From an optimization exercise on the open Yosys and OpenROAD flow, aimed at small area; shortcuts taken in it are not production practice. In this exercise RTL edits were held to simulation tests only and were not proved equivalent to the original. No activity file was given, so power comes from the tool's default toggle rates. No driver is modelled on the clock port, so clocking that relies on it looks cheaper here than on a real chip.

==> flow/config.mk <==
export PLATFORM = sky130hd
export DESIGN_NAME = mult_mem_top
export DESIGN_NICKNAME = mult_mem_top
export VERILOG_FILES = /design/flow/design.v
export SDC_FILE = /design/flow/constraint.sdc
export NUM_CORES = 4
export LEC_CHECK = 0
export CAP_MARGIN = 0
export CORE_MARGIN = 2
export CORE_UTILIZATION = 65
export CTS_CLUSTER_DIAMETER = 100
export CTS_CLUSTER_SIZE = 30
export SLEW_MARGIN = 0
==> flow/constraint.sdc <==
create_clock -name core_clock -period 4.5 [get_ports {clk}]
set_input_delay 0.9000 -clock core_clock [delete_from_list [all_inputs] [get_ports {clk}]]
set_output_delay 0.9000 -clock core_clock [all_outputs]
set_load 0.01 [all_outputs]
==> flow/design.v <==
module mul_s0 (input logic [15:0] a, input logic [5:0] b, output logic [21:0] p);
    logic s1;
    logic c2;
    assign s1 = (a[4] & b[0]) ^ (a[3] & b[1]);
    assign c2 = (a[4] & b[0]) & (a[3] & b[1]);
    logic s3;
    logic c4;
    assign s3 = (a[5] & b[0]) ^ (a[4] & b[1]) ^ (a[3] & b[2]);
    assign c4 = ((a[5] & b[0]) & (a[4] & b[1])) | ((a[5] & b[0]) & (a[3] & b[2])) | ((a[4] & b[1]) & (a[3] & b[2]));
    logic s5;
    logic c6;
    assign s5 = (a[2] & b[3]) ^ (a[1] & b[4]);
    assign c6 = (a[2] & b[3]) & (a[1] & b[4]);
    logic s7;
    logic c8;
    assign s7 = (a[6] & b[0]) ^ (a[5] & b[1]) ^ (a[4] & b[2]);
    assign c8 = ((a[6] & b[0]) & (a[5] & b[1])) | ((a[6] & b[0]) & (a[4] & b[2])) | ((a[5] & b[1]) & (a[4] & b[2]));
    logic s9;
    logic c10;
    assign s9 = (a[3] & b[3]) ^ (a[2] & b[4]) ^ (a[1] & b[5]);
    assign c10 = ((a[3] & b[3]) & (a[2] & b[4])) | ((a[3] & b[3]) & (a[1] & b[5])) | ((a[2] & b[4]) & (a[1] & b[5]));
    logic s11;
    logic c12;
    assign s11 = (a[7] & b[0]) ^ (a[6] & b[1]) ^ (a[5] & b[2]);
    assign c12 = ((a[7] & b[0]) & (a[6] & b[1])) | ((a[7] & b[0]) & (a[5] & b[2])) | ((a[6] & b[1]) & (a[5] & b[2]));
    logic s13;
    logic c14;
    assign s13 = (a[4] & b[3]) ^ (a[3] & b[4]) ^ (a[2] & b[5]);
    assign c14 = ((a[4] & b[3]) & (a[3] & b[4])) | ((a[4] & b[3]) & (a[2] & b[5])) | ((a[3] & b[4]) & (a[2] & b[5]));
    logic s15;
    logic c16;
    assign s15 = (a[8] & b[0]) ^ (a[7] & b[1]) ^ (a[6] & b[2]);
    assign c16 = ((a[8] & b[0]) & (a[7] & b[1])) | ((a[8] & b[0]) & (a[6] & b[2])) | ((a[7] & b[1]) & (a[6] & b[2]));
    logic s17;
    logic c18;
    assign s17 = (a[5] & b[3]) ^ (a[4] & b[4]) ^ (a[3] & b[5]);
    assign c18 = ((a[5] & b[3]) & (a[4] & b[4])) | ((a[5] & b[3]) & (a[3] & b[5])) | ((a[4] & b[4]) & (a[3] & b[5]));
    logic s19;
    logic c20;
    assign s19 = (a[9] & b[0]) ^ (a[8] & b[1]) ^ (a[7] & b[2]);
    assign c20 = ((a[9] & b[0]) & (a[8] & b[1])) | ((a[9] & b[0]) & (a[7] & b[2])) | ((a[8] & b[1]) & (a[7] & b[2]));
    logic s21;
    logic c22;
    assign s21 = (a[6] & b[3]) ^ (a[5] & b[4]) ^ (a[4] & b[5]);
    assign c22 = ((a[6] & b[3]) & (a[5] & b[4])) | ((a[6] & b[3]) & (a[4] & b[5])) | ((a[5] & b[4]) & (a[4] & b[5]));
    logic s23;
    logic c24;
    assign s23 = (a[10] & b[0]) ^ (a[9] & b[1]) ^ (a[8] & b[2]);
    assign c24 = ((a[10] & b[0]) & (a[9] & b[1])) | ((a[10] & b[0]) & (a[8] & b[2])) | ((a[9] & b[1]) & (a[8] & b[2]));
    logic s25;
    logic c26;
    assign s25 = (a[7] & b[3]) ^ (a[6] & b[4]) ^ (a[5] & b[5]);
    assign c26 = ((a[7] & b[3]) & (a[6] & b[4])) | ((a[7] & b[3]) & (a[5] & b[5])) | ((a[6] & b[4]) & (a[5] & b[5]));
    logic s27;
    logic c28;
    assign s27 = (a[11] & b[0]) ^ (a[10] & b[1]) ^ (a[9] & b[2]);
    assign c28 = ((a[11] & b[0]) & (a[10] & b[1])) | ((a[11] & b[0]) & (a[9] & b[2])) | ((a[10] & b[1]) & (a[9] & b[2]));
    logic s29;
    logic c30;
    assign s29 = (a[8] & b[3]) ^ (a[7] & b[4]) ^ (a[6] & b[5]);
    assign c30 = ((a[8] & b[3]) & (a[7] & b[4])) | ((a[8] & b[3]) & (a[6] & b[5])) | ((a[7] & b[4]) & (a[6] & b[5]));
    logic s31;
    logic c32;
    assign s31 = (a[12] & b[0]) ^ (a[11] & b[1]) ^ (a[10] & b[2]);
    assign c32 = ((a[12] & b[0]) & (a[11] & b[1])) | ((a[12] & b[0]) & (a[10] & b[2])) | ((a[11] & b[1]) & (a[10] & b[2]));
    logic s33;
    logic c34;
    assign s33 = (a[9] & b[3]) ^ (a[8] & b[4]) ^ (a[7] & b[5]);
    assign c34 = ((a[9] & b[3]) & (a[8] & b[4])) | ((a[9] & b[3]) & (a[7] & b[5])) | ((a[8] & b[4]) & (a[7] & b[5]));
    logic s35;
    logic c36;
    assign s35 = (a[13] & b[0]) ^ (a[12] & b[1]) ^ (a[11] & b[2]);
    assign c36 = ((a[13] & b[0]) & (a[12] & b[1])) | ((a[13] & b[0]) & (a[11] & b[2])) | ((a[12] & b[1]) & (a[11] & b[2]));
    logic s37;
    logic c38;
    assign s37 = (a[10] & b[3]) ^ (a[9] & b[4]) ^ (a[8] & b[5]);
    assign c38 = ((a[10] & b[3]) & (a[9] & b[4])) | ((a[10] & b[3]) & (a[8] & b[5])) | ((a[9] & b[4]) & (a[8] & b[5]));
    logic s39;
    logic c40;
    assign s39 = (a[14] & b[0]) ^ (a[13] & b[1]) ^ (a[12] & b[2]);
    assign c40 = ((a[14] & b[0]) & (a[13] & b[1])) | ((a[14] & b[0]) & (a[12] & b[2])) | ((a[13] & b[1]) & (a[12] & b[2]));
    logic s41;
    logic c42;
    assign s41 = (a[11] & b[3]) ^ (a[10] & b[4]) ^ (a[9] & b[5]);
    assign c42 = ((a[11] & b[3]) & (a[10] & b[4])) | ((a[11] & b[3]) & (a[9] & b[5])) | ((a[10] & b[4]) & (a[9] & b[5]));
    logic s43;
    logic c44;
    assign s43 = (a[15] & b[0]) ^ (a[14] & b[1]) ^ (a[13] & b[2]);
    assign c44 = ((a[15] & b[0]) & (a[14] & b[1])) | ((a[15] & b[0]) & (a[13] & b[2])) | ((a[14] & b[1]) & (a[13] & b[2]));
    logic s45;
    logic c46;
    assign s45 = (a[12] & b[3]) ^ (a[11] & b[4]) ^ (a[10] & b[5]);
    assign c46 = ((a[12] & b[3]) & (a[11] & b[4])) | ((a[12] & b[3]) & (a[10] & b[5])) | ((a[11] & b[4]) & (a[10] & b[5]));
    logic s47;
    logic c48;
    assign s47 = (a[15] & b[1]) ^ (a[14] & b[2]) ^ (a[13] & b[3]);
    assign c48 = ((a[15] & b[1]) & (a[14] & b[2])) | ((a[15] & b[1]) & (a[13] & b[3])) | ((a[14] & b[2]) & (a[13] & b[3]));
    logic s49;
    logic c50;
    assign s49 = (a[12] & b[4]) ^ (a[11] & b[5]);
    assign c50 = (a[12] & b[4]) & (a[11] & b[5]);
    logic s51;
    logic c52;
    assign s51 = (a[15] & b[2]) ^ (a[14] & b[3]) ^ (a[13] & b[4]);
    assign c52 = ((a[15] & b[2]) & (a[14] & b[3])) | ((a[15] & b[2]) & (a[13] & b[4])) | ((a[14] & b[3]) & (a[13] & b[4]));
    logic s53;
    logic c54;
    assign s53 = (a[3] & b[0]) ^ (a[2] & b[1]);
    assign c54 = (a[3] & b[0]) & (a[2] & b[1]);
    logic s55;
    logic c56;
    assign s55 = (a[2] & b[2]) ^ (a[1] & b[3]) ^ (a[0] & b[4]);
    assign c56 = ((a[2] & b[2]) & (a[1] & b[3])) | ((a[2] & b[2]) & (a[0] & b[4])) | ((a[1] & b[3]) & (a[0] & b[4]));
    logic s57;
    logic c58;
    assign s57 = (a[0] & b[5]) ^ s3 ^ s5;
    assign c58 = ((a[0] & b[5]) & s3) | ((a[0] & b[5]) & s5) | (s3 & s5);
    logic s59;
    logic c60;
    assign s59 = s7 ^ s9 ^ c4;
    assign c60 = (s7 & s9) | (s7 & c4) | (s9 & c4);
    logic s61;
    logic c62;
    assign s61 = s11 ^ s13 ^ c8;
    assign c62 = (s11 & s13) | (s11 & c8) | (s13 & c8);
    logic s63;
    logic c64;
    assign s63 = s15 ^ s17 ^ c12;
    assign c64 = (s15 & s17) | (s15 & c12) | (s17 & c12);
    logic s65;
    logic c66;
    assign s65 = s19 ^ s21 ^ c16;
    assign c66 = (s19 & s21) | (s19 & c16) | (s21 & c16);
    logic s67;
    logic c68;
    assign s67 = s23 ^ s25 ^ c20;
    assign c68 = (s23 & s25) | (s23 & c20) | (s25 & c20);
    logic s69;
    logic c70;
    assign s69 = s27 ^ s29 ^ c24;
    assign c70 = (s27 & s29) | (s27 & c24) | (s29 & c24);
    logic s71;
    logic c72;
    assign s71 = s31 ^ s33 ^ c28;
    assign c72 = (s31 & s33) | (s31 & c28) | (s33 & c28);
    logic s73;
    logic c74;
    assign s73 = s35 ^ s37 ^ c32;
    assign c74 = (s35 & s37) | (s35 & c32) | (s37 & c32);
    logic s75;
    logic c76;
    assign s75 = s39 ^ s41 ^ c36;
    assign c76 = (s39 & s41) | (s39 & c36) | (s41 & c36);
    logic s77;
    logic c78;
    assign s77 = s43 ^ s45 ^ c40;
    assign c78 = (s43 & s45) | (s43 & c40) | (s45 & c40);
    logic s79;
    logic c80;
    assign s79 = s47 ^ s49 ^ c44;
    assign c80 = (s47 & s49) | (s47 & c44) | (s49 & c44);
    logic s81;
    logic c82;
    assign s81 = (a[12] & b[5]) ^ s51 ^ c48;
    assign c82 = ((a[12] & b[5]) & s51) | ((a[12] & b[5]) & c48) | (s51 & c48);
    logic s83;
    logic c84;
    assign s83 = (a[15] & b[3]) ^ (a[14] & b[4]) ^ (a[13] & b[5]);
    assign c84 = ((a[15] & b[3]) & (a[14] & b[4])) | ((a[15] & b[3]) & (a[13] & b[5])) | ((a[14] & b[4]) & (a[13] & b[5]));
    logic s85;
    logic c86;
    assign s85 = (a[2] & b[0]) ^ (a[1] & b[1]);
    assign c86 = (a[2] & b[0]) & (a[1] & b[1]);
    logic s87;
    logic c88;
    assign s87 = (a[1] & b[2]) ^ (a[0] & b[3]) ^ s53;
    assign c88 = ((a[1] & b[2]) & (a[0] & b[3])) | ((a[1] & b[2]) & s53) | ((a[0] & b[3]) & s53);
    logic s89;
    logic c90;
    assign s89 = s1 ^ s55 ^ c54;
    assign c90 = (s1 & s55) | (s1 & c54) | (s55 & c54);
    logic s91;
    logic c92;
    assign s91 = c2 ^ s57 ^ c56;
    assign c92 = (c2 & s57) | (c2 & c56) | (s57 & c56);
    logic s93;
    logic c94;
    assign s93 = c6 ^ s59 ^ c58;
    assign c94 = (c6 & s59) | (c6 & c58) | (s59 & c58);
    logic s95;
    logic c96;
    assign s95 = c10 ^ s61 ^ c60;
    assign c96 = (c10 & s61) | (c10 & c60) | (s61 & c60);
    logic s97;
    logic c98;
    assign s97 = c14 ^ s63 ^ c62;
    assign c98 = (c14 & s63) | (c14 & c62) | (s63 & c62);
    logic s99;
    logic c100;
    assign s99 = c18 ^ s65 ^ c64;
    assign c100 = (c18 & s65) | (c18 & c64) | (s65 & c64);
    logic s101;
    logic c102;
    assign s101 = c22 ^ s67 ^ c66;
    assign c102 = (c22 & s67) | (c22 & c66) | (s67 & c66);
    logic s103;
    logic c104;
    assign s103 = c26 ^ s69 ^ c68;
    assign c104 = (c26 & s69) | (c26 & c68) | (s69 & c68);
    logic s105;
    logic c106;
    assign s105 = c30 ^ s71 ^ c70;
    assign c106 = (c30 & s71) | (c30 & c70) | (s71 & c70);
    logic s107;
    logic c108;
    assign s107 = c34 ^ s73 ^ c72;
    assign c108 = (c34 & s73) | (c34 & c72) | (s73 & c72);
    logic s109;
    logic c110;
    assign s109 = c38 ^ s75 ^ c74;
    assign c110 = (c38 & s75) | (c38 & c74) | (s75 & c74);
    logic s111;
    logic c112;
    assign s111 = c42 ^ s77 ^ c76;
    assign c112 = (c42 & s77) | (c42 & c76) | (s77 & c76);
    logic s113;
    logic c114;
    assign s113 = c46 ^ s79 ^ c78;
    assign c114 = (c46 & s79) | (c46 & c78) | (s79 & c78);
    logic s115;
    logic c116;
    assign s115 = c50 ^ s81 ^ c80;
    assign c116 = (c50 & s81) | (c50 & c80) | (s81 & c80);
    logic s117;
    logic c118;
    assign s117 = c52 ^ s83 ^ c82;
    assign c118 = (c52 & s83) | (c52 & c82) | (s83 & c82);
    logic s119;
    logic c120;
    assign s119 = (a[15] & b[4]) ^ (a[14] & b[5]) ^ c84;
    assign c120 = ((a[15] & b[4]) & (a[14] & b[5])) | ((a[15] & b[4]) & c84) | ((a[14] & b[5]) & c84);
    assign p = {1'b0, (a[15] & b[5]), s119, s117, s115, s113, s111, s109, s107, s105, s103, s101, s99, s97, s95, s93, s91, s89, s87, (a[0] & b[2]), (a[1] & b[0]), (a[0] & b[0])}
        + {1'b0, c120, c118, c116, c114, c112, c110, c108, c106, c104, c102, c100, c98, c96, c94, c92, c90, c88, c86, s85, (a[0] & b[1]), 1'b0};
endmodule
module mul_s1 (input logic [15:0] a, input logic [4:0] b, input logic [21:0] l, output logic [26:0] p);
    logic s1;
    logic c2;
    assign s1 = l[9] ^ (a[3] & b[0]);
    assign c2 = l[9] & (a[3] & b[0]);
    logic s3;
    logic c4;
    assign s3 = l[10] ^ (a[4] & b[0]) ^ (a[3] & b[1]);
    assign c4 = (l[10] & (a[4] & b[0])) | (l[10] & (a[3] & b[1])) | ((a[4] & b[0]) & (a[3] & b[1]));
    logic s5;
    logic c6;
    assign s5 = (a[2] & b[2]) ^ (a[1] & b[3]);
    assign c6 = (a[2] & b[2]) & (a[1] & b[3]);
    logic s7;
    logic c8;
    assign s7 = l[11] ^ (a[5] & b[0]) ^ (a[4] & b[1]);
    assign c8 = (l[11] & (a[5] & b[0])) | (l[11] & (a[4] & b[1])) | ((a[5] & b[0]) & (a[4] & b[1]));
    logic s9;
    logic c10;
    assign s9 = (a[3] & b[2]) ^ (a[2] & b[3]) ^ (a[1] & b[4]);
    assign c10 = ((a[3] & b[2]) & (a[2] & b[3])) | ((a[3] & b[2]) & (a[1] & b[4])) | ((a[2] & b[3]) & (a[1] & b[4]));
    logic s11;
    logic c12;
    assign s11 = l[12] ^ (a[6] & b[0]) ^ (a[5] & b[1]);
    assign c12 = (l[12] & (a[6] & b[0])) | (l[12] & (a[5] & b[1])) | ((a[6] & b[0]) & (a[5] & b[1]));
    logic s13;
    logic c14;
    assign s13 = (a[4] & b[2]) ^ (a[3] & b[3]) ^ (a[2] & b[4]);
    assign c14 = ((a[4] & b[2]) & (a[3] & b[3])) | ((a[4] & b[2]) & (a[2] & b[4])) | ((a[3] & b[3]) & (a[2] & b[4]));
    logic s15;
    logic c16;
    assign s15 = l[13] ^ (a[7] & b[0]) ^ (a[6] & b[1]);
    assign c16 = (l[13] & (a[7] & b[0])) | (l[13] & (a[6] & b[1])) | ((a[7] & b[0]) & (a[6] & b[1]));
    logic s17;
    logic c18;
    assign s17 = (a[5] & b[2]) ^ (a[4] & b[3]) ^ (a[3] & b[4]);
    assign c18 = ((a[5] & b[2]) & (a[4] & b[3])) | ((a[5] & b[2]) & (a[3] & b[4])) | ((a[4] & b[3]) & (a[3] & b[4]));
    logic s19;
    logic c20;
    assign s19 = l[14] ^ (a[8] & b[0]) ^ (a[7] & b[1]);
    assign c20 = (l[14] & (a[8] & b[0])) | (l[14] & (a[7] & b[1])) | ((a[8] & b[0]) & (a[7] & b[1]));
    logic s21;
    logic c22;
    assign s21 = (a[6] & b[2]) ^ (a[5] & b[3]) ^ (a[4] & b[4]);
    assign c22 = ((a[6] & b[2]) & (a[5] & b[3])) | ((a[6] & b[2]) & (a[4] & b[4])) | ((a[5] & b[3]) & (a[4] & b[4]));
    logic s23;
    logic c24;
    assign s23 = l[15] ^ (a[9] & b[0]) ^ (a[8] & b[1]);
    assign c24 = (l[15] & (a[9] & b[0])) | (l[15] & (a[8] & b[1])) | ((a[9] & b[0]) & (a[8] & b[1]));
    logic s25;
    logic c26;
    assign s25 = (a[7] & b[2]) ^ (a[6] & b[3]) ^ (a[5] & b[4]);
    assign c26 = ((a[7] & b[2]) & (a[6] & b[3])) | ((a[7] & b[2]) & (a[5] & b[4])) | ((a[6] & b[3]) & (a[5] & b[4]));
    logic s27;
    logic c28;
    assign s27 = l[16] ^ (a[10] & b[0]) ^ (a[9] & b[1]);
    assign c28 = (l[16] & (a[10] & b[0])) | (l[16] & (a[9] & b[1])) | ((a[10] & b[0]) & (a[9] & b[1]));
    logic s29;
    logic c30;
    assign s29 = (a[8] & b[2]) ^ (a[7] & b[3]) ^ (a[6] & b[4]);
    assign c30 = ((a[8] & b[2]) & (a[7] & b[3])) | ((a[8] & b[2]) & (a[6] & b[4])) | ((a[7] & b[3]) & (a[6] & b[4]));
    logic s31;
    logic c32;
    assign s31 = l[17] ^ (a[11] & b[0]) ^ (a[10] & b[1]);
    assign c32 = (l[17] & (a[11] & b[0])) | (l[17] & (a[10] & b[1])) | ((a[11] & b[0]) & (a[10] & b[1]));
    logic s33;
    logic c34;
    assign s33 = (a[9] & b[2]) ^ (a[8] & b[3]) ^ (a[7] & b[4]);
    assign c34 = ((a[9] & b[2]) & (a[8] & b[3])) | ((a[9] & b[2]) & (a[7] & b[4])) | ((a[8] & b[3]) & (a[7] & b[4]));
    logic s35;
    logic c36;
    assign s35 = l[18] ^ (a[12] & b[0]) ^ (a[11] & b[1]);
    assign c36 = (l[18] & (a[12] & b[0])) | (l[18] & (a[11] & b[1])) | ((a[12] & b[0]) & (a[11] & b[1]));
    logic s37;
    logic c38;
    assign s37 = (a[10] & b[2]) ^ (a[9] & b[3]) ^ (a[8] & b[4]);
    assign c38 = ((a[10] & b[2]) & (a[9] & b[3])) | ((a[10] & b[2]) & (a[8] & b[4])) | ((a[9] & b[3]) & (a[8] & b[4]));
    logic s39;
    logic c40;
    assign s39 = l[19] ^ (a[13] & b[0]) ^ (a[12] & b[1]);
    assign c40 = (l[19] & (a[13] & b[0])) | (l[19] & (a[12] & b[1])) | ((a[13] & b[0]) & (a[12] & b[1]));
    logic s41;
    logic c42;
    assign s41 = (a[11] & b[2]) ^ (a[10] & b[3]) ^ (a[9] & b[4]);
    assign c42 = ((a[11] & b[2]) & (a[10] & b[3])) | ((a[11] & b[2]) & (a[9] & b[4])) | ((a[10] & b[3]) & (a[9] & b[4]));
    logic s43;
    logic c44;
    assign s43 = l[20] ^ (a[14] & b[0]) ^ (a[13] & b[1]);
    assign c44 = (l[20] & (a[14] & b[0])) | (l[20] & (a[13] & b[1])) | ((a[14] & b[0]) & (a[13] & b[1]));
    logic s45;
    logic c46;
    assign s45 = (a[12] & b[2]) ^ (a[11] & b[3]) ^ (a[10] & b[4]);
    assign c46 = ((a[12] & b[2]) & (a[11] & b[3])) | ((a[12] & b[2]) & (a[10] & b[4])) | ((a[11] & b[3]) & (a[10] & b[4]));
    logic s47;
    logic c48;
    assign s47 = l[21] ^ (a[15] & b[0]) ^ (a[14] & b[1]);
    assign c48 = (l[21] & (a[15] & b[0])) | (l[21] & (a[14] & b[1])) | ((a[15] & b[0]) & (a[14] & b[1]));
    logic s49;
    logic c50;
    assign s49 = (a[13] & b[2]) ^ (a[12] & b[3]) ^ (a[11] & b[4]);
    assign c50 = ((a[13] & b[2]) & (a[12] & b[3])) | ((a[13] & b[2]) & (a[11] & b[4])) | ((a[12] & b[3]) & (a[11] & b[4]));
    logic s51;
    logic c52;
    assign s51 = (a[15] & b[1]) ^ (a[14] & b[2]) ^ (a[13] & b[3]);
    assign c52 = ((a[15] & b[1]) & (a[14] & b[2])) | ((a[15] & b[1]) & (a[13] & b[3])) | ((a[14] & b[2]) & (a[13] & b[3]));
    logic s53;
    logic c54;
    assign s53 = l[8] ^ (a[2] & b[0]);
    assign c54 = l[8] & (a[2] & b[0]);
    logic s55;
    logic c56;
    assign s55 = (a[2] & b[1]) ^ (a[1] & b[2]) ^ (a[0] & b[3]);
    assign c56 = ((a[2] & b[1]) & (a[1] & b[2])) | ((a[2] & b[1]) & (a[0] & b[3])) | ((a[1] & b[2]) & (a[0] & b[3]));
    logic s57;
    logic c58;
    assign s57 = (a[0] & b[4]) ^ s3 ^ s5;
    assign c58 = ((a[0] & b[4]) & s3) | ((a[0] & b[4]) & s5) | (s3 & s5);
    logic s59;
    logic c60;
    assign s59 = s7 ^ s9 ^ c4;
    assign c60 = (s7 & s9) | (s7 & c4) | (s9 & c4);
    logic s61;
    logic c62;
    assign s61 = s11 ^ s13 ^ c8;
    assign c62 = (s11 & s13) | (s11 & c8) | (s13 & c8);
    logic s63;
    logic c64;
    assign s63 = s15 ^ s17 ^ c12;
    assign c64 = (s15 & s17) | (s15 & c12) | (s17 & c12);
    logic s65;
    logic c66;
    assign s65 = s19 ^ s21 ^ c16;
    assign c66 = (s19 & s21) | (s19 & c16) | (s21 & c16);
    logic s67;
    logic c68;
    assign s67 = s23 ^ s25 ^ c20;
    assign c68 = (s23 & s25) | (s23 & c20) | (s25 & c20);
    logic s69;
    logic c70;
    assign s69 = s27 ^ s29 ^ c24;
    assign c70 = (s27 & s29) | (s27 & c24) | (s29 & c24);
    logic s71;
    logic c72;
    assign s71 = s31 ^ s33 ^ c28;
    assign c72 = (s31 & s33) | (s31 & c28) | (s33 & c28);
    logic s73;
    logic c74;
    assign s73 = s35 ^ s37 ^ c32;
    assign c74 = (s35 & s37) | (s35 & c32) | (s37 & c32);
    logic s75;
    logic c76;
    assign s75 = s39 ^ s41 ^ c36;
    assign c76 = (s39 & s41) | (s39 & c36) | (s41 & c36);
    logic s77;
    logic c78;
    assign s77 = s43 ^ s45 ^ c40;
    assign c78 = (s43 & s45) | (s43 & c40) | (s45 & c40);
    logic s79;
    logic c80;
    assign s79 = s47 ^ s49 ^ c44;
    assign c80 = (s47 & s49) | (s47 & c44) | (s49 & c44);
    logic s81;
    logic c82;
    assign s81 = (a[12] & b[4]) ^ s51 ^ c48;
    assign c82 = ((a[12] & b[4]) & s51) | ((a[12] & b[4]) & c48) | (s51 & c48);
    logic s83;
    logic c84;
    assign s83 = (a[15] & b[2]) ^ (a[14] & b[3]) ^ (a[13] & b[4]);
    assign c84 = ((a[15] & b[2]) & (a[14] & b[3])) | ((a[15] & b[2]) & (a[13] & b[4])) | ((a[14] & b[3]) & (a[13] & b[4]));
    logic s85;
    logic c86;
    assign s85 = l[7] ^ (a[1] & b[0]);
    assign c86 = l[7] & (a[1] & b[0]);
    logic s87;
    logic c88;
    assign s87 = (a[1] & b[1]) ^ (a[0] & b[2]) ^ s53;
    assign c88 = ((a[1] & b[1]) & (a[0] & b[2])) | ((a[1] & b[1]) & s53) | ((a[0] & b[2]) & s53);
    logic s89;
    logic c90;
    assign s89 = s1 ^ s55 ^ c54;
    assign c90 = (s1 & s55) | (s1 & c54) | (s55 & c54);
    logic s91;
    logic c92;
    assign s91 = c2 ^ s57 ^ c56;
    assign c92 = (c2 & s57) | (c2 & c56) | (s57 & c56);
    logic s93;
    logic c94;
    assign s93 = c6 ^ s59 ^ c58;
    assign c94 = (c6 & s59) | (c6 & c58) | (s59 & c58);
    logic s95;
    logic c96;
    assign s95 = c10 ^ s61 ^ c60;
    assign c96 = (c10 & s61) | (c10 & c60) | (s61 & c60);
    logic s97;
    logic c98;
    assign s97 = c14 ^ s63 ^ c62;
    assign c98 = (c14 & s63) | (c14 & c62) | (s63 & c62);
    logic s99;
    logic c100;
    assign s99 = c18 ^ s65 ^ c64;
    assign c100 = (c18 & s65) | (c18 & c64) | (s65 & c64);
    logic s101;
    logic c102;
    assign s101 = c22 ^ s67 ^ c66;
    assign c102 = (c22 & s67) | (c22 & c66) | (s67 & c66);
    logic s103;
    logic c104;
    assign s103 = c26 ^ s69 ^ c68;
    assign c104 = (c26 & s69) | (c26 & c68) | (s69 & c68);
    logic s105;
    logic c106;
    assign s105 = c30 ^ s71 ^ c70;
    assign c106 = (c30 & s71) | (c30 & c70) | (s71 & c70);
    logic s107;
    logic c108;
    assign s107 = c34 ^ s73 ^ c72;
    assign c108 = (c34 & s73) | (c34 & c72) | (s73 & c72);
    logic s109;
    logic c110;
    assign s109 = c38 ^ s75 ^ c74;
    assign c110 = (c38 & s75) | (c38 & c74) | (s75 & c74);
    logic s111;
    logic c112;
    assign s111 = c42 ^ s77 ^ c76;
    assign c112 = (c42 & s77) | (c42 & c76) | (s77 & c76);
    logic s113;
    logic c114;
    assign s113 = c46 ^ s79 ^ c78;
    assign c114 = (c46 & s79) | (c46 & c78) | (s79 & c78);
    logic s115;
    logic c116;
    assign s115 = c50 ^ s81 ^ c80;
    assign c116 = (c50 & s81) | (c50 & c80) | (s81 & c80);
    logic s117;
    logic c118;
    assign s117 = c52 ^ s83 ^ c82;
    assign c118 = (c52 & s83) | (c52 & c82) | (s83 & c82);
    logic s119;
    logic c120;
    assign s119 = (a[15] & b[3]) ^ (a[14] & b[4]) ^ c84;
    assign c120 = ((a[15] & b[3]) & (a[14] & b[4])) | ((a[15] & b[3]) & c84) | ((a[14] & b[4]) & c84);
    assign p = {1'b0, (a[15] & b[4]), s119, s117, s115, s113, s111, s109, s107, s105, s103, s101, s99, s97, s95, s93, s91, s89, s87, (a[0] & b[1]), l[6], l[5], l[4], l[3], l[2], l[1], l[0]}
        + {1'b0, c120, c118, c116, c114, c112, c110, c108, c106, c104, c102, c100, c98, c96, c94, c92, c90, c88, c86, s85, (a[0] & b[0]), 1'b0, 1'b0, 1'b0, 1'b0, 1'b0, 1'b0};
endmodule
module mul_s2 (input logic [15:0] a, input logic [4:0] b, input logic [26:0] l, output logic [31:0] p);
    logic s1;
    logic c2;
    assign s1 = l[14] ^ (a[3] & b[0]);
    assign c2 = l[14] & (a[3] & b[0]);
    logic s3;
    logic c4;
    assign s3 = l[15] ^ (a[4] & b[0]) ^ (a[3] & b[1]);
    assign c4 = (l[15] & (a[4] & b[0])) | (l[15] & (a[3] & b[1])) | ((a[4] & b[0]) & (a[3] & b[1]));
    logic s5;
    logic c6;
    assign s5 = (a[2] & b[2]) ^ (a[1] & b[3]);
    assign c6 = (a[2] & b[2]) & (a[1] & b[3]);
    logic s7;
    logic c8;
    assign s7 = l[16] ^ (a[5] & b[0]) ^ (a[4] & b[1]);
    assign c8 = (l[16] & (a[5] & b[0])) | (l[16] & (a[4] & b[1])) | ((a[5] & b[0]) & (a[4] & b[1]));
    logic s9;
    logic c10;
    assign s9 = (a[3] & b[2]) ^ (a[2] & b[3]) ^ (a[1] & b[4]);
    assign c10 = ((a[3] & b[2]) & (a[2] & b[3])) | ((a[3] & b[2]) & (a[1] & b[4])) | ((a[2] & b[3]) & (a[1] & b[4]));
    logic s11;
    logic c12;
    assign s11 = l[17] ^ (a[6] & b[0]) ^ (a[5] & b[1]);
    assign c12 = (l[17] & (a[6] & b[0])) | (l[17] & (a[5] & b[1])) | ((a[6] & b[0]) & (a[5] & b[1]));
    logic s13;
    logic c14;
    assign s13 = (a[4] & b[2]) ^ (a[3] & b[3]) ^ (a[2] & b[4]);
    assign c14 = ((a[4] & b[2]) & (a[3] & b[3])) | ((a[4] & b[2]) & (a[2] & b[4])) | ((a[3] & b[3]) & (a[2] & b[4]));
    logic s15;
    logic c16;
    assign s15 = l[18] ^ (a[7] & b[0]) ^ (a[6] & b[1]);
    assign c16 = (l[18] & (a[7] & b[0])) | (l[18] & (a[6] & b[1])) | ((a[7] & b[0]) & (a[6] & b[1]));
    logic s17;
    logic c18;
    assign s17 = (a[5] & b[2]) ^ (a[4] & b[3]) ^ (a[3] & b[4]);
    assign c18 = ((a[5] & b[2]) & (a[4] & b[3])) | ((a[5] & b[2]) & (a[3] & b[4])) | ((a[4] & b[3]) & (a[3] & b[4]));
    logic s19;
    logic c20;
    assign s19 = l[19] ^ (a[8] & b[0]) ^ (a[7] & b[1]);
    assign c20 = (l[19] & (a[8] & b[0])) | (l[19] & (a[7] & b[1])) | ((a[8] & b[0]) & (a[7] & b[1]));
    logic s21;
    logic c22;
    assign s21 = (a[6] & b[2]) ^ (a[5] & b[3]) ^ (a[4] & b[4]);
    assign c22 = ((a[6] & b[2]) & (a[5] & b[3])) | ((a[6] & b[2]) & (a[4] & b[4])) | ((a[5] & b[3]) & (a[4] & b[4]));
    logic s23;
    logic c24;
    assign s23 = l[20] ^ (a[9] & b[0]) ^ (a[8] & b[1]);
    assign c24 = (l[20] & (a[9] & b[0])) | (l[20] & (a[8] & b[1])) | ((a[9] & b[0]) & (a[8] & b[1]));
    logic s25;
    logic c26;
    assign s25 = (a[7] & b[2]) ^ (a[6] & b[3]) ^ (a[5] & b[4]);
    assign c26 = ((a[7] & b[2]) & (a[6] & b[3])) | ((a[7] & b[2]) & (a[5] & b[4])) | ((a[6] & b[3]) & (a[5] & b[4]));
    logic s27;
    logic c28;
    assign s27 = l[21] ^ (a[10] & b[0]) ^ (a[9] & b[1]);
    assign c28 = (l[21] & (a[10] & b[0])) | (l[21] & (a[9] & b[1])) | ((a[10] & b[0]) & (a[9] & b[1]));
    logic s29;
    logic c30;
    assign s29 = (a[8] & b[2]) ^ (a[7] & b[3]) ^ (a[6] & b[4]);
    assign c30 = ((a[8] & b[2]) & (a[7] & b[3])) | ((a[8] & b[2]) & (a[6] & b[4])) | ((a[7] & b[3]) & (a[6] & b[4]));
    logic s31;
    logic c32;
    assign s31 = l[22] ^ (a[11] & b[0]) ^ (a[10] & b[1]);
    assign c32 = (l[22] & (a[11] & b[0])) | (l[22] & (a[10] & b[1])) | ((a[11] & b[0]) & (a[10] & b[1]));
    logic s33;
    logic c34;
    assign s33 = (a[9] & b[2]) ^ (a[8] & b[3]) ^ (a[7] & b[4]);
    assign c34 = ((a[9] & b[2]) & (a[8] & b[3])) | ((a[9] & b[2]) & (a[7] & b[4])) | ((a[8] & b[3]) & (a[7] & b[4]));
    logic s35;
    logic c36;
    assign s35 = l[23] ^ (a[12] & b[0]) ^ (a[11] & b[1]);
    assign c36 = (l[23] & (a[12] & b[0])) | (l[23] & (a[11] & b[1])) | ((a[12] & b[0]) & (a[11] & b[1]));
    logic s37;
    logic c38;
    assign s37 = (a[10] & b[2]) ^ (a[9] & b[3]) ^ (a[8] & b[4]);
    assign c38 = ((a[10] & b[2]) & (a[9] & b[3])) | ((a[10] & b[2]) & (a[8] & b[4])) | ((a[9] & b[3]) & (a[8] & b[4]));
    logic s39;
    logic c40;
    assign s39 = l[24] ^ (a[13] & b[0]) ^ (a[12] & b[1]);
    assign c40 = (l[24] & (a[13] & b[0])) | (l[24] & (a[12] & b[1])) | ((a[13] & b[0]) & (a[12] & b[1]));
    logic s41;
    logic c42;
    assign s41 = (a[11] & b[2]) ^ (a[10] & b[3]) ^ (a[9] & b[4]);
    assign c42 = ((a[11] & b[2]) & (a[10] & b[3])) | ((a[11] & b[2]) & (a[9] & b[4])) | ((a[10] & b[3]) & (a[9] & b[4]));
    logic s43;
    logic c44;
    assign s43 = l[25] ^ (a[14] & b[0]) ^ (a[13] & b[1]);
    assign c44 = (l[25] & (a[14] & b[0])) | (l[25] & (a[13] & b[1])) | ((a[14] & b[0]) & (a[13] & b[1]));
    logic s45;
    logic c46;
    assign s45 = (a[12] & b[2]) ^ (a[11] & b[3]) ^ (a[10] & b[4]);
    assign c46 = ((a[12] & b[2]) & (a[11] & b[3])) | ((a[12] & b[2]) & (a[10] & b[4])) | ((a[11] & b[3]) & (a[10] & b[4]));
    logic s47;
    logic c48;
    assign s47 = l[26] ^ (a[15] & b[0]) ^ (a[14] & b[1]);
    assign c48 = (l[26] & (a[15] & b[0])) | (l[26] & (a[14] & b[1])) | ((a[15] & b[0]) & (a[14] & b[1]));
    logic s49;
    logic c50;
    assign s49 = (a[13] & b[2]) ^ (a[12] & b[3]) ^ (a[11] & b[4]);
    assign c50 = ((a[13] & b[2]) & (a[12] & b[3])) | ((a[13] & b[2]) & (a[11] & b[4])) | ((a[12] & b[3]) & (a[11] & b[4]));
    logic s51;
    logic c52;
    assign s51 = (a[15] & b[1]) ^ (a[14] & b[2]) ^ (a[13] & b[3]);
    assign c52 = ((a[15] & b[1]) & (a[14] & b[2])) | ((a[15] & b[1]) & (a[13] & b[3])) | ((a[14] & b[2]) & (a[13] & b[3]));
    logic s53;
    logic c54;
    assign s53 = l[13] ^ (a[2] & b[0]);
    assign c54 = l[13] & (a[2] & b[0]);
    logic s55;
    logic c56;
    assign s55 = (a[2] & b[1]) ^ (a[1] & b[2]) ^ (a[0] & b[3]);
    assign c56 = ((a[2] & b[1]) & (a[1] & b[2])) | ((a[2] & b[1]) & (a[0] & b[3])) | ((a[1] & b[2]) & (a[0] & b[3]));
    logic s57;
    logic c58;
    assign s57 = (a[0] & b[4]) ^ s3 ^ s5;
    assign c58 = ((a[0] & b[4]) & s3) | ((a[0] & b[4]) & s5) | (s3 & s5);
    logic s59;
    logic c60;
    assign s59 = s7 ^ s9 ^ c4;
    assign c60 = (s7 & s9) | (s7 & c4) | (s9 & c4);
    logic s61;
    logic c62;
    assign s61 = s11 ^ s13 ^ c8;
    assign c62 = (s11 & s13) | (s11 & c8) | (s13 & c8);
    logic s63;
    logic c64;
    assign s63 = s15 ^ s17 ^ c12;
    assign c64 = (s15 & s17) | (s15 & c12) | (s17 & c12);
    logic s65;
    logic c66;
    assign s65 = s19 ^ s21 ^ c16;
    assign c66 = (s19 & s21) | (s19 & c16) | (s21 & c16);
    logic s67;
    logic c68;
    assign s67 = s23 ^ s25 ^ c20;
    assign c68 = (s23 & s25) | (s23 & c20) | (s25 & c20);
    logic s69;
    logic c70;
    assign s69 = s27 ^ s29 ^ c24;
    assign c70 = (s27 & s29) | (s27 & c24) | (s29 & c24);
    logic s71;
    logic c72;
    assign s71 = s31 ^ s33 ^ c28;
    assign c72 = (s31 & s33) | (s31 & c28) | (s33 & c28);
    logic s73;
    logic c74;
    assign s73 = s35 ^ s37 ^ c32;
    assign c74 = (s35 & s37) | (s35 & c32) | (s37 & c32);
    logic s75;
    logic c76;
    assign s75 = s39 ^ s41 ^ c36;
    assign c76 = (s39 & s41) | (s39 & c36) | (s41 & c36);
    logic s77;
    logic c78;
    assign s77 = s43 ^ s45 ^ c40;
    assign c78 = (s43 & s45) | (s43 & c40) | (s45 & c40);
    logic s79;
    logic c80;
    assign s79 = s47 ^ s49 ^ c44;
    assign c80 = (s47 & s49) | (s47 & c44) | (s49 & c44);
    logic s81;
    logic c82;
    assign s81 = (a[12] & b[4]) ^ s51 ^ c48;
    assign c82 = ((a[12] & b[4]) & s51) | ((a[12] & b[4]) & c48) | (s51 & c48);
    logic s83;
    logic c84;
    assign s83 = (a[15] & b[2]) ^ (a[14] & b[3]) ^ (a[13] & b[4]);
    assign c84 = ((a[15] & b[2]) & (a[14] & b[3])) | ((a[15] & b[2]) & (a[13] & b[4])) | ((a[14] & b[3]) & (a[13] & b[4]));
    logic s85;
    logic c86;
    assign s85 = l[12] ^ (a[1] & b[0]);
    assign c86 = l[12] & (a[1] & b[0]);
    logic s87;
    logic c88;
    assign s87 = (a[1] & b[1]) ^ (a[0] & b[2]) ^ s53;
    assign c88 = ((a[1] & b[1]) & (a[0] & b[2])) | ((a[1] & b[1]) & s53) | ((a[0] & b[2]) & s53);
    logic s89;
    logic c90;
    assign s89 = s1 ^ s55 ^ c54;
    assign c90 = (s1 & s55) | (s1 & c54) | (s55 & c54);
    logic s91;
    logic c92;
    assign s91 = c2 ^ s57 ^ c56;
    assign c92 = (c2 & s57) | (c2 & c56) | (s57 & c56);
    logic s93;
    logic c94;
    assign s93 = c6 ^ s59 ^ c58;
    assign c94 = (c6 & s59) | (c6 & c58) | (s59 & c58);
    logic s95;
    logic c96;
    assign s95 = c10 ^ s61 ^ c60;
    assign c96 = (c10 & s61) | (c10 & c60) | (s61 & c60);
    logic s97;
    logic c98;
    assign s97 = c14 ^ s63 ^ c62;
    assign c98 = (c14 & s63) | (c14 & c62) | (s63 & c62);
    logic s99;
    logic c100;
    assign s99 = c18 ^ s65 ^ c64;
    assign c100 = (c18 & s65) | (c18 & c64) | (s65 & c64);
    logic s101;
    logic c102;
    assign s101 = c22 ^ s67 ^ c66;
    assign c102 = (c22 & s67) | (c22 & c66) | (s67 & c66);
    logic s103;
    logic c104;
    assign s103 = c26 ^ s69 ^ c68;
    assign c104 = (c26 & s69) | (c26 & c68) | (s69 & c68);
    logic s105;
    logic c106;
    assign s105 = c30 ^ s71 ^ c70;
    assign c106 = (c30 & s71) | (c30 & c70) | (s71 & c70);
    logic s107;
    logic c108;
    assign s107 = c34 ^ s73 ^ c72;
    assign c108 = (c34 & s73) | (c34 & c72) | (s73 & c72);
    logic s109;
    logic c110;
    assign s109 = c38 ^ s75 ^ c74;
    assign c110 = (c38 & s75) | (c38 & c74) | (s75 & c74);
    logic s111;
    logic c112;
    assign s111 = c42 ^ s77 ^ c76;
    assign c112 = (c42 & s77) | (c42 & c76) | (s77 & c76);
    logic s113;
    logic c114;
    assign s113 = c46 ^ s79 ^ c78;
    assign c114 = (c46 & s79) | (c46 & c78) | (s79 & c78);
    logic s115;
    logic c116;
    assign s115 = c50 ^ s81 ^ c80;
    assign c116 = (c50 & s81) | (c50 & c80) | (s81 & c80);
    logic s117;
    logic c118;
    assign s117 = c52 ^ s83 ^ c82;
    assign c118 = (c52 & s83) | (c52 & c82) | (s83 & c82);
    logic s119;
    logic c120;
    assign s119 = (a[15] & b[3]) ^ (a[14] & b[4]) ^ c84;
    assign c120 = ((a[15] & b[3]) & (a[14] & b[4])) | ((a[15] & b[3]) & c84) | ((a[14] & b[4]) & c84);
    assign p = {1'b0, (a[15] & b[4]), s119, s117, s115, s113, s111, s109, s107, s105, s103, s101, s99, s97, s95, s93, s91, s89, s87, (a[0] & b[1]), l[11], l[10], l[9], l[8], l[7], l[6], l[5], l[4], l[3], l[2], l[1], l[0]}
        + {1'b0, c120, c118, c116, c114, c112, c110, c108, c106, c104, c102, c100, c98, c96, c94, c92, c90, c88, c86, s85, (a[0] & b[0]), 1'b0, 1'b0, 1'b0, 1'b0, 1'b0, 1'b0, 1'b0, 1'b0, 1'b0, 1'b0, 1'b0};
endmodule
module mult_mem_top (
    input  logic        clk,
    input  logic        rst,
    input  logic        EN_mult,
    input  logic        EN_blockRead,
    input  logic [15:0] mult_input0,
    input  logic [15:0] mult_input1,
    output logic        RDY_mult,
    output logic        VALID_memVal,
    output logic [31:0] memVal_data
);
    localparam logic [1:0] S_IDLE = 2'd0, S_CAP = 2'd1, S_FULL = 2'd2, S_READ = 2'd3;
    logic [1:0]  st;
    logic [6:0]  cnt;      
    logic [2:0]  rot;      
    logic [7:0]  tsel;     
    logic [63:0][31:0] m;  
    logic [21:0] l0;
    logic [26:0] l1;
    logic [31:0] prod;
    logic [15:0] a0, a1;
    logic        conv1, conv2;
    mul_s0 u_s0 (.a(mult_input0), .b(mult_input1[5:0]), .p(l0));
    mul_s1 u_s1 (.a(a0), .b(m[0][26:22]), .l(m[0][21:0]), .p(l1));
    mul_s2 u_s2 (.a(a1), .b(m[1][31:27]), .l(m[1][26:0]), .p(prod));
    logic idle, start, push, chain;
    assign idle  = rst || (st == S_IDLE);
    assign start = idle && EN_mult;
    assign push  = !idle && (st == S_CAP) && !cnt[6];
    assign chain = push || ((st == S_READ) && (cnt != 7'd0) && (rot == 3'd0));
    always_ff @(posedge clk) begin
        if (idle) begin
            RDY_mult     <= 1'b1;
            VALID_memVal <= 1'b0;
            cnt          <= 7'd0;
            st           <= EN_mult ? S_CAP : S_IDLE;
        end else begin
            case (st)
                S_CAP: begin
                    cnt <= cnt + 7'd1;
                    if (cnt == 7'd71) RDY_mult <= 1'b0;
                    if (cnt == 7'd73) st <= S_FULL;
                end
                S_FULL: begin
                    cnt <= 7'd0;
                    if (EN_blockRead) begin
                        st   <= S_READ;
                        tsel <= 8'd1 << (rot + 3'd1);
                    end
                end
                default: begin  
                    VALID_memVal <= 1'b1;
                    cnt <= cnt + 7'd1;
                    if (cnt == 7'd63) begin
                        RDY_mult <= 1'b1;
                        st       <= S_IDLE;
                    end
                end
            endcase
        end
    end
    always_ff @(posedge clk) begin
        if (start)      rot <= 3'd0;
        else if (!chain) rot <= rot + 3'd1;
    end
    always_ff @(posedge clk) begin
        a0    <= mult_input0;
        a1    <= a0;
        conv1 <= push;
        conv2 <= conv1;
        for (int g = 0; g < 8; g++) begin
            for (int j = (g == 0) ? 3 : 1; j < 8; j++)
                m[8*g+j] <= m[8*g+j-1];
        end
        m[0] <= push ? {mult_input1[15:6], l0} : m[7];
        m[1] <= conv1 ? {m[0][31:27], l1} : m[0];
        m[2] <= conv2 ? prod : m[1];
        for (int g = 1; g < 8; g++)
            m[8*g] <= chain ? m[8*g-1] : m[8*g+7];
    end
    always_comb begin
        memVal_data = '0;
        for (int i = 0; i < 8; i++)
            memVal_data = memVal_data | (m[56+i] & {32{tsel[i]}});
    end
endmodule
==> flow/run.sh <==
#!/bin/bash
# synth_recipe.tcl (not shown) runs the flow's synth.tcl, then flattens the netlist and writes it again
# the make line also repeats each setting of config.mk as NAME=value (left out here)
make -C /OpenROAD-flow-scripts/flow DESIGN_CONFIG=/design/flow/config.mk WORK_HOME=/design/flow/orfs CLKGATE_MAP_FILE= SYNTH_SCRIPT=/design/flow/synth_recipe.tcl finish
==> results of run 1 <==
## stage by stage
| stage | area (um2) | instances | TNS [ns] | setup WS, ns |
|---|---|---|---|---|
| finish | 61400 | 5163 | 0 | 0.142 |
| global route | 61400 | 5162 | -0.00249 | -0.00249 |
| CTS | 61300 | 5162 | 0 | 0.0486 |
| detailed placement | 59000 | 5064 | -7.38 | -0.635 |
| global placement | 59000 | 5064 | -5.75 | -0.529 |
| floorplan | 56200 | 3816 | 0 | 0.000740 |
## cell type report
class                   count  area (um2)  share of cell area
repair buffers            188        1740              0.0283
diodes                      1        2.50           0.0000408
well taps                1144        1430              0.0233
clock buffers              87        2090              0.0341
inverters                 246         923              0.0150
multi-input cells        1382       12700               0.207
flip-flops and latches   2104       42200               0.688
clock inverters            11         218             0.00355
## critical path, delay by kind of cell
kind | cells | cell delay [ns]
compound gates | 4 | 0.62
xor+xnor | 1 | 0.14
fa+ha+maj | 4 | 1.90
buf+inv | 3 | 0.76
simple gates | 3 | 0.56
## report_power, final
part,switching [mW],internal [mW]
sequential,0.884,20.8
combinational,6.19,5.06
clock,5.21,3.45
## cells by family (layout without fill, tap and decap cells)
family	count (synthesis)	after routing	share of synthesized area
muxes	256	256	0.0513
adders and majority gates	255	255	0.0795
other	0	1	0
xor gates and xnor gates	49	49	0.00764
buffers and inverters	330	532	0.0226
DFF	2104	2104	0.752
AOI/OAI and AO/OA	320	320	0.0394
and+or+nand+nor	502	502	0.0479
## state kept, by name, indices dropped and copies added, names as in the netlist
name and cells:
conv2 1, cnt 7, VALID_memVal 1, a1 16, rot 3, m 2048, st 2, tsel 8
RDY_mult 1, conv1 1, a0 16
## metal layers
layer,vias to the layer above,track usage
li1,12600,-
met1,12500,0.259
met3,160,0.0303
met4,0,0.0610
met2,440,0.330
met5,-,0
## how the worst max path moves through the flow
stage | startpoint | endpoint | cells after the start
after floorplan | mult_input1[3] | m[18]$_DFF_P_ | 16
after global placement | mult_input1[3] | m[21]$_DFF_P_ | 17
after detailed placement | mult_input1[3] | m[21]$_DFF_P_ | 17
after CTS | m[26]$_DFF_P_ | m[52]$_DFF_P_ | 14
after global routing | mult_input1[0] | m[14]$_DFF_P_ | 15
final | mult_input1[0] | m[16]$_DFF_P_ | 15
## layout by cell type, fill, tap and decap left out, types with 7 or more instances in the layout
master,instances
nand4_1,41
xnor2_1,27
o21ai_1,34
and2_1,224
a22oi_1,129
xor2_1,22
mux2_1,224
mux2_2,30
a21oi_1,53
nor2_1,39
clkbuf_16,83
buf_4,108
a21o_1,23
buf_12,11
o21ai_0,11
nand3_1,17
dfxtp_1,2087
and3_1,7
nand2_1,130
inv_1,244
fa_1,170
o21bai_1,11
ha_1,85
nor2b_1,11
edfxtp_1,10
clkdlybuf4s50_1,63
o21a_1,9
nor3_1,15
==> results_dict.tcl, run 1 <==
set metrics [dict create \
    outcome "complete, no violations" \
    finalCriticalPeriod_ns 4.36 \
    synthTopCellsByArea "dfxtp_1 (75%), fa_1 (6.1%), mux2_1 (4.5%), and2_1 (2.5%), ha_1 (1.9%)" \
    r2r_start "a0[2]$_DFF_P_" \
    core_area_um2 85400 \
    postSynthCellCount 3816 \
    wl_met3_um 3000 \
    num_vias 25700 \
    cts_setup_buffers 0 \
    postRouteAntennaNets 0 \
    clock-root-buffer "clkbuf_16" \
    min_path_type "reg -> reg" \
    num_io_pins 70 \
    ys_ff_latch 2104 \
    async_reset_ff_frac 0 \
    start_kind "input pin" \
    syn-num-nets 4107 \
    finalPower_mw 41.6 \
    cts_tree "built" \
    endpoint_kind "flop" \
    clockBufferDepth 3 \
    n_fill_cell 5689 \
    numClockSinks 2104 \
    peakVddDrop_v 0.000538 \
    crit_fanout 8 \
    drv_cap 0 \
    total_leakage_power_nw 25.9 \
    final_layout_size_suffix_gt1_frac 0.0665 \
    ys.flop_type "dfxtp_1" \
    synth-seq-area-share 0.752 \
    wl_met2_um 39800 \
    via_per_inst 4.98 \
    syn_to_final_growth_pct 9.26 \
    regToRegSetupSlack_ns 0.16 \
    finalSetupViolCount 0 \
    grt_usage 0.195 \
    whs_endpoint "m[1521]$_DFF_P_" \
    postCtsHoldBufs 0 \
    wl_um 85000 \
    post_drt_wl_per_cell_um 16.5 \
    yosys-top-cells-count "dfxtp_1 (2094), inv_1 (244), and2_1 (224), mux2_1 (224), fa_1 (170)" \
    drc 0 \
    ys_warn_count 1 \
    worstSetupPathType "in -> reg" \
    fin_crit_sh 0.968 \
    overflow 0 \
    gp_congestion 0.864 \
    holdWs_ns 0.305 \
    synthMostInstantiatedCell "dfxtp_1" \
    min-delay-start "m[1489]$_DFF_P_" \
    grt_pass1_vias 27200 \
    nets 4295 \
    r2r_cells 14 \
    crit_arrival_ns 4.88 \
    max_stage_delay_ns 0.53 \
    worstSkewPairLatency_ns 0.68 \
    portBuffers 69 \
    path_cells "clkdlybuf4s50_1 -> buf_4 -> nand2_1 -> fa_1 -> fa_1 -> fa_1 -> inv_1 -> ha_1 -> nand4_1 -> or3_1 -> a31oi_2 -> o21ai_1 -> o21ai_1 -> xnor2_1 -> o21ai_1" \
    r2r-end "m[54]$_DFF_P_" \
    max_freq_mhz 229 \
    grt_max_degree 64 \
    post_cts_resize_count 5 \
    synth.distinct_cells 65 \
    skew_ns 0.0401 \
    syn_avg_cell_area_um2 14.7 \
    final_util 0.718 \
    die_area_um2 88800 \
    rows 107 \
    slew_headroom 0.411 \
    tightestPinTransition_ns 0.884 \
    netlist_area_um2 56200 \
    routed.top_layer "met4" \
    die_x_um 298 \
    hpwl_um 58100 \
    drv_slew 0 \
    synth.largest_area_cell "dfxtp_1" \
    start_util 0.658 \
    antenna_found_initial 1 \
    wl_met1_um 39800 \
    hold_viol 0 \
    crit_required_ns 5.02 \
    path_clk_slew_ns 0.11 \
    netlist.area_leader.share 0.746 \
    synth_edf_count 10 \
    min_path_cells 0 \
    grt_pass1_wl_um 140000 \
    slowest_stage "clkdlybuf4s50_1" \
    h-tree-depth 3 \
    power_per_cell_area_nw_per_um2 677 \
    dr.pass1.iters 5 \
    dieHeight_um 298 \
    drtIter0Drc 1359 \
    cts_made_buffers 82 \
]
==> inputs of run 2 (changes only) <==
==> flow/flow/run.sh (new file) <==
#!/bin/bash
# The standard layout, with clock tree synthesis told not to add dummy loads.
# All tool output goes to standard.log in the work folder (ORFS also keeps
# each step's log under orfs/logs/).
set -euo pipefail
export CTS_ARGS="-sink_clustering_enable -repair_clock_nets -dont_use_dummy_load -sink_clustering_size 30 -sink_clustering_max_diameter 100"
bash standard.sh finish > standard.log 2>&1
==> flow/standard.sh (new file) <==
#!/bin/bash
# synth_recipe.tcl (not shown) runs the flow's synth.tcl, then flattens the netlist and writes it again
# the make line also repeats each setting of config.mk as NAME=value (left out here)
make -C /OpenROAD-flow-scripts/flow DESIGN_CONFIG=/design/flow/config.mk WORK_HOME=/design/flow/orfs CLKGATE_MAP_FILE= SYNTH_SCRIPT=/design/flow/synth_recipe.tcl "${@:-finish}"
removed: flow/run.sh
==> run 2 against run 1 <==
  * Still clean on timing, DRC and antenna
  * Total power shrank 0.95%
  * Sequential power is essentially flat
  * Sequential cell count stayed put
  * Fmax up 0.15%
  * Critical endpoint is now m[54]$_DFF_P_
==> results_dict.tcl, run 2 <==
set metrics [dict create \
    outcome "complete, no violations" \
    syn_avg_cell_area_um2 14.7 \
    yosys-top-cells-count "dfxtp_1 (2094), inv_1 (244), and2_1 (224), mux2_1 (224), fa_1 (170)" \
    drv_slew 0 \
    power.internal_mw 29.1 \
    n_fill_cell 5720 \
    crit_required_ns 4.98 \
    largest_reg_flops 2048 \
    grt_usage 0.194 \
    sequentialPowerShare 0.526 \
    pre_cts_ws_ns -0.635 \
    num_io_pins 70 \
    synthTopCellsByArea "dfxtp_1 (75%), fa_1 (6.1%), mux2_1 (4.5%), and2_1 (2.5%), ha_1 (1.9%)" \
    antenna_found_initial 1 \
    final_cell_area_um2 61100 \
    drv_cap 0 \
    layout_commonest_cell "dfxtp_1" \
    cts_setup_buffers 0 \
    finalWorstSetupSlack_ns 0.148 \
    power_per_cell_area_nw_per_um2 673 \
    registers.top_by_ff_count "m" \
    postCtsHoldBufs 0 \
    core_area_um2 85400 \
    h-tree-depth 3 \
    num_vias 25600 \
    cts_tree "built" \
    crit_arrival_ns 4.84 \
    grt_max_degree 64 \
    synthMostInstantiatedCell "dfxtp_1" \
    clockBufferDepth 3 \
    via_per_inst 4.98 \
    die_x_um 298 \
    min-delay-start "m[714]$_DFF_P_" \
    slew_headroom 0.397 \
    final_layout_size_suffix_gt1_frac 0.0640 \
    post_drt_wl_per_cell_um 16.5 \
    clockPowerShare 0.201 \
    wl_um 84900 \
    layout_common_cells "dfxtp_1 (2087), inv_1 (244), mux2_1 (224), and2_1 (224), fa_1 (170)" \
    finalSetupViolCount 0 \
    synth_edf_count 10 \
    p_sw_mw 12.0 \
    nets 4295 \
    min_path_type "reg -> reg" \
    path_clk_slew_ns 0.10 \
    syn-num-nets 4107 \
    ys_ff_latch 2104 \
    overflow 0 \
    rsz0062_at_grt "no" \
    final_util 0.716 \
    fin_crit_sh 0.967 \
    start_kind "flop" \
    hold_viol 0 \
    sw_frac_of_total 0.293 \
    worstSetupPathType "reg -> reg" \
    start_util 0.658 \
    total_leakage_power_nw 25.8 \
    numClockSinks 2104 \
    cts_made_buffers 82 \
    finalCriticalPeriod_ns 4.35 \
    postRouteAntennaNets 0 \
    synth.largest_area_cell "dfxtp_1" \
    skew_ns 0.104 \
    grt_pass1_wl_um 139000 \
    clock-root-buffer "clkbuf_16" \
    max_freq_mhz 230 \
    postPlaceCellArea_um2 59000 \
    rows 107 \
    netlist.area_leader.share 0.746 \
    ys_warn_count 1 \
    dr.pass1.iters 6 \
    pwr-share-comb 0.273 \
    hpwl_um 58100 \
    drc 0 \
    async_reset_ff_frac 0 \
    postSynthCellCount 3816 \
    tightestPinTransition_ns 0.904 \
    drtIter0Drc 1327 \
    grt_pass1_vias 27200 \
    crit_path_start "a0[2]$_DFF_P_" \
    portBuffers 69 \
    gp_congestion 0.864 \
    syn_to_final_growth_pct 8.86 \
    top_regs "m x2048, a0 x16, a1 x16" \
    dieHeight_um 298 \
    die_area_um2 88800 \
    netlist_area_um2 56200 \
    worstSkewPairLatency_ns 0.66 \
    synth.distinct_cells 65 \
    endpoint_kind "flop" \
    synth-seq-area-share 0.752 \
    peakVddDrop_v 0.000536 \
    r2r_start "a0[2]$_DFF_P_" \
    crit_fanout 6 \
    ys.flop_type "dfxtp_1" \
]
run 2: cell counts after synthesis:
No cell type changed its count.
run 2: kinds of logic after synthesis:
| group | Yosys count | synth area share |
|---|---|---|
| DFF | 2104 | 0.752 |
| and+or+nand+nor | 502 | 0.0479 |
| buffers and inverters | 330 | 0.0226 |
| AOI/OAI and AO/OA | 320 | 0.0394 |
| muxes | 256 | 0.0513 |
| adders and majority gates | 255 | 0.0795 |
| xor gates and xnor gates | 49 | 0.00764 |
run 2: area by class of cell:
type / count / area, um2 / share of cell area
Inverter: 246 / 923 / 0.0151
Clock buffer: 82 / 2050 / 0.0336
Timing Repair Buffer: 188 / 1750 / 0.0287
Multi-Input combinational cell: 1382 / 12700 / 0.208
Tap cell: 1144 / 1430 / 0.0234
Sequential cell: 2104 / 42200 / 0.691
Antenna cell: 1 / 2.50 / 0.0000409
run 2: through the flow:
stage	cells	hold slack [ns]	power (mW)	TNS (ns)
6_report	5147	0.283	41.2	0
3_5_place_dp	5064	0.312	33.3	-7.38
2_1_floorplan	3816	0.310	29.8	0
4_1_cts	5146	0.281	41.5	0
5_1_grt	5146	0.289	43.8	0
3_3_place_gp	5064	0.309	32.9	-5.75
run 2: critical path: stages, from the launching register on:
cell      delay [ns]
dfxtp_1         0.58
and2_1          0.23
fa_1            0.42
inv_1           0.08
fa_1            0.44
fa_1            0.51
inv_1           0.04
ha_1            0.32
nor2b_1         0.17
or4_4           0.52
a221oi_4        0.22
buf_4           0.18
o31ai_2         0.09
xor2_1          0.14
mux2_2          0.28
run 2: worst paths after layout:
| path | endpoint | slack [ns] | depth (start not counted) |
|---|---|---|---|
| setup / recovery | m[54]$_DFF_P_ | 0.15 | 14 |
| hold / removal | m[746]$_DFF_P_ | 0.28 | 0 |
| setup reg to reg | m[54]$_DFF_P_ | 0.15 | 14 |
| hold reg to reg | m[746]$_DFF_P_ | 0.28 | 0 |
run 2: metal layers:
layer | global-route usage | part of all wire | vias to the layer above | wire length, um
met5 | 0 | 0 | - | 0
met4 | 0.0592 | 0.028 | 0 | 2370
met3 | 0.0303 | 0.036 | 164 | 3050
met2 | 0.328 | 0.47 | 443 | 39600
met1 | 0.259 | 0.47 | 12400 | 39900
li1 | - | - | 12600 | -
run 2: power by group through the flow:
stage | combinational (mW) | clock, mW | sequential (mW)
after global placement | 10.9 | 0 | 22.0
after CTS | 11.2 | 8.51 | 21.7
after global routing | 12.8 | 9.14 | 21.9
after floorplan | 8.21 | 0 | 21.6
after detailed placement | 11.1 | 0 | 22.1
final | 11.2 | 8.26 | 21.6
run 2: timing repair:
action | CTS | global route
gates resized for setup | 5 | 27
pin swaps | 0 | 2
endpoints found under the setup margin | 14 | 21
endpoints found under the hold margin | 0 | 0

[separate check: timing with driven ports]
The results above use ideal ports. As a check the final layouts listed here were re-extracted and re-timed, cells and wires unchanged.
Step 1 (the two cells are an assumption about what drives the block):
set clk [get_ports {clk}]
set_driving_cell -lib_cell sky130_fd_sc_hd__clkbuf_16 $clk
set_driving_cell -lib_cell sky130_fd_sc_hd__buf_2 [delete_from_list [all_inputs] $clk]
Step 2 adds t to the input delays and takes it off the output delays; t is the mean of the earliest and latest rising clock arrival at the registers after step 1. Input paths then give back, and output paths get back, about the clock's delay inside the block.
Slacks: ideal ports / drivers / drivers and shift; pairs: ideal ports / drivers.
run | t, ns | setup WS [ns] | hold slack, ns | worst slew at a driven data input, ns
run 1 | 0.722 | 0.142 / 0.163 / -0.536 | 0.305 / 0.305 / 0.305 | 0.04
run 2 | 0.677 | 0.148 / 0.148 / -0.460 | 0.283 / 0.283 / 0.283 | 0.04
With both steps, setup timing fails in run 1 and run 2, where it was met with ideal ports. For run 1, which loses most, drivers alone change the setup slack by +0.021 ns; drivers and shift together by -0.678 ns.
